Context: an optimization exercise on an open-source flow, tuned for a short achievable clock period and few clock cycles. The choices shown serve that exercise and are no tape-out recipe. In this exercise RTL edits were held to simulation tests only and were not proved equivalent to the original.

## rev 12
==> flow/design.v (excerpt) <==
module Interface(
clk,rst,imem_addr,imem_rdata,dmem_addr,dmem_wdata,dmem_we,dmem_rdata,halted,epc
);
Size: ~12000 cells after synthesis, roughly 0.13 mm^2 of cells after synthesis.
export LEC_CHECK = 0
export CAP_MARGIN = 20
export CORE_MARGIN = 2
export CORE_UTILIZATION = 40
export SETUP_SLACK_MARGIN = 5
export SLEW_MARGIN = 20
export SYNTH_HIERARCHICAL = 1
create_clock -name core_clock -period 28.0 [get_ports {clk}]
standard.sh (not shown) runs the stock make flow with config.mk's settings and CLKGATE_MAP_FILE= SYNTH_SCRIPT=/design/flow/synth_recipe.tcl, a recipe that flattens the netlist after the stock synthesis.
==> flow/flow/run.sh <==
#!/bin/bash
# The standard layout, with the timing repairs aimed at a much shorter
# period than the 28 ns constraint (which the design meets many times over):
# a setup margin of MARGIN ns makes repair_timing work until every path has
# that much slack. Resizing may change a cell's footprint, and the port
# buffers are buf_6 cells. The constraints themselves are unchanged.
set -euo pipefail
MARGIN=21.5
bash standard.sh SETUP_SLACK_MARGIN=$MARGIN MATCH_CELL_FOOTPRINT=0 \
	"BUFFER_PORTS_ARGS=-buffer_cell sky130_fd_sc_hd__buf_6" \
	finish > standard_flow.log 2>&1
Testbench counts of rev 12, summed over its fixed seeds: cycles 27,839.
#### Input delta (rev 13 over rev 12)
--- a/flow/design.v
+++ b/flow/design.v
@@ -2886,26 +2886,23 @@
 			if (!stall)
 				v_d <= !halt_q & !flt & !redirect & !replay;
 		end
 	always @(posedge clk) begin
 		if (!stall) begin
 			ir    <= imem_rdata;
 			rs_oh <= 32'd1 << imem_rdata[25:21];
 			rt_oh <= 32'd1 << imem_rdata[20:16];
 			pc_d  <= pc_f;
 		end
-	end
-	always @(posedge clk or negedge rst)
-		if (!rst)
-			epc_q <= 32'd0;
-		else if (!halt_q)
+		if (!halt_q)
 			epc_q <= pc_d;
+	end
 endmodule
 module pc_plus(pc, pc4, hi, hi_p1, hi_m1);
 	input  [31:0]	pc;
 	output [31:0]	pc4;
 	output [24:0]	hi, hi_p1, hi_m1;
 	assign pc4   = pc + 32'd4;
 	assign hi    = pc4[31:7];
 	assign hi_p1 = hi + 25'd1;
 	assign hi_m1 = hi - 25'd1;
 endmodule
Findings:
The number of vias in the routed layout on rev 13 is in line with that on rev 12.
~same highest clock frequency the design can meet in rev 13 and rev 12
Rev 13: area of all placed cells without fillers lower than rev 12
In rev 13 the site row count turned out 1 lower than in rev 12.
Changes observed in rev 13 relative to rev 12: met3 routed wirelength picked up an extra 0.75%; total number of multi-input combinational cells has remained practically unchanged; sequential share of layout area has increased.
Diff rev 12 -> rev 13: non-clock buffer total of the final layout lower; synthesized cell count roughly the same.
The run with more setup slack is rev 13; rev 12 has less.
The final worst hold slack reported for rev 13 is smaller than that of rev 12 by 12 ps.
Diff rev 12 -> rev 13: area added between synthesis and finish flat, cell area after synthesis down 0.49%.
Testbench counts of rev 13, summed over its fixed seeds: cycles 27,839.

--- another note on this design; it stands on its own ---

Design Interface, start of the top module:
module Interface(
clk,rst,imem_addr,imem_rdata,dmem_addr,dmem_wdata,dmem_we,dmem_rdata,halted,epc
);
Size in the first run: roughly 12000 cells after synthesis, roughly 170 I/O pins, roughly 130000 µm² of cells after synthesis.
Settings: LEC_CHECK=0, CAP_MARGIN=20, CORE_MARGIN=2, CORE_UTILIZATION=45, PLACE_DENSITY=0.6, SETUP_SLACK_MARGIN=5, SLEW_MARGIN=20, SYNTH_HIERARCHICAL=1; clock period 28.0 ns.
standard.sh (not shown) runs the stock make flow with config.mk's settings and CLKGATE_MAP_FILE= SYNTH_SCRIPT=/design/flow/synth_recipe.tcl, a recipe that flattens the netlist after the stock synthesis.
==> flow/flow/run.sh <==
#!/bin/bash
# The standard layout, with the timing repairs aimed at a much shorter
# period than the 28 ns constraint (which the design meets many times over):
# a setup margin of MARGIN ns makes repair_timing work until every path has
# that much slack. Resizing may change a cell's footprint, and the port
# buffers are buf_6 cells. The constraints themselves are unchanged.
set -euo pipefail
MARGIN=21.5
bash standard.sh SETUP_SLACK_MARGIN=$MARGIN MATCH_CELL_FOOTPRINT=0 \
	"BUFFER_PORTS_ARGS=-buffer_cell sky130_fd_sc_hd__buf_6" \
	finish > standard_flow.log 2>&1
Testbench counts at the start, summed over its fixed seeds: cycles 27,839.
==> next run, changes <==
Settings changed: CORE_UTILIZATION 45 to 50, PLACE_DENSITY 0.6 to 0.64.
Via count drops by about 0.7%.
Die area drops by about 10%.
Cell area goes down by 3.1%.
Synthesized cell count is unchanged.
Setup slack got worse by 0.037 ns.

## re-timing with driven ports
Ports are ideal in the flow. The routed layouts listed here were re-timed in OpenROAD.
Step 1: set_driving_cell puts a clkbuf_16 on clk and a buf_2 on each other input, an assumption about the parent block.
Step 2 moves the port delays by t, midway between the first and last clock arrival at a register: inputs arrive t later, outputs are due t later. That takes back most of the time a late clock gives input paths.
Three values: no drivers, after step 1, after step 2; two values: the first two.
run | t, ns | setup WS [ns] | worst slew at a driven data input, ns | cell pins on the clock port's net
rev 12 | 0.979 | 20.856 / 20.756 / 19.976 | 0.30 | 1
rev 13 | 0.972 | 20.864 / 20.759 / 19.973 | 0.29 | 1
the first run of note 2 | 0.985 | 20.904 / 20.793 / 20.000 | 0.28 | 1
the second run of note 2 | 0.985 | 20.867 / 20.757 / 19.984 | 0.29 | 1
After both steps setup and hold are still met in every run listed. For the first run of note 2, which loses most, drivers alone change the setup slack by -0.111 ns; drivers and shift together by -0.904 ns.
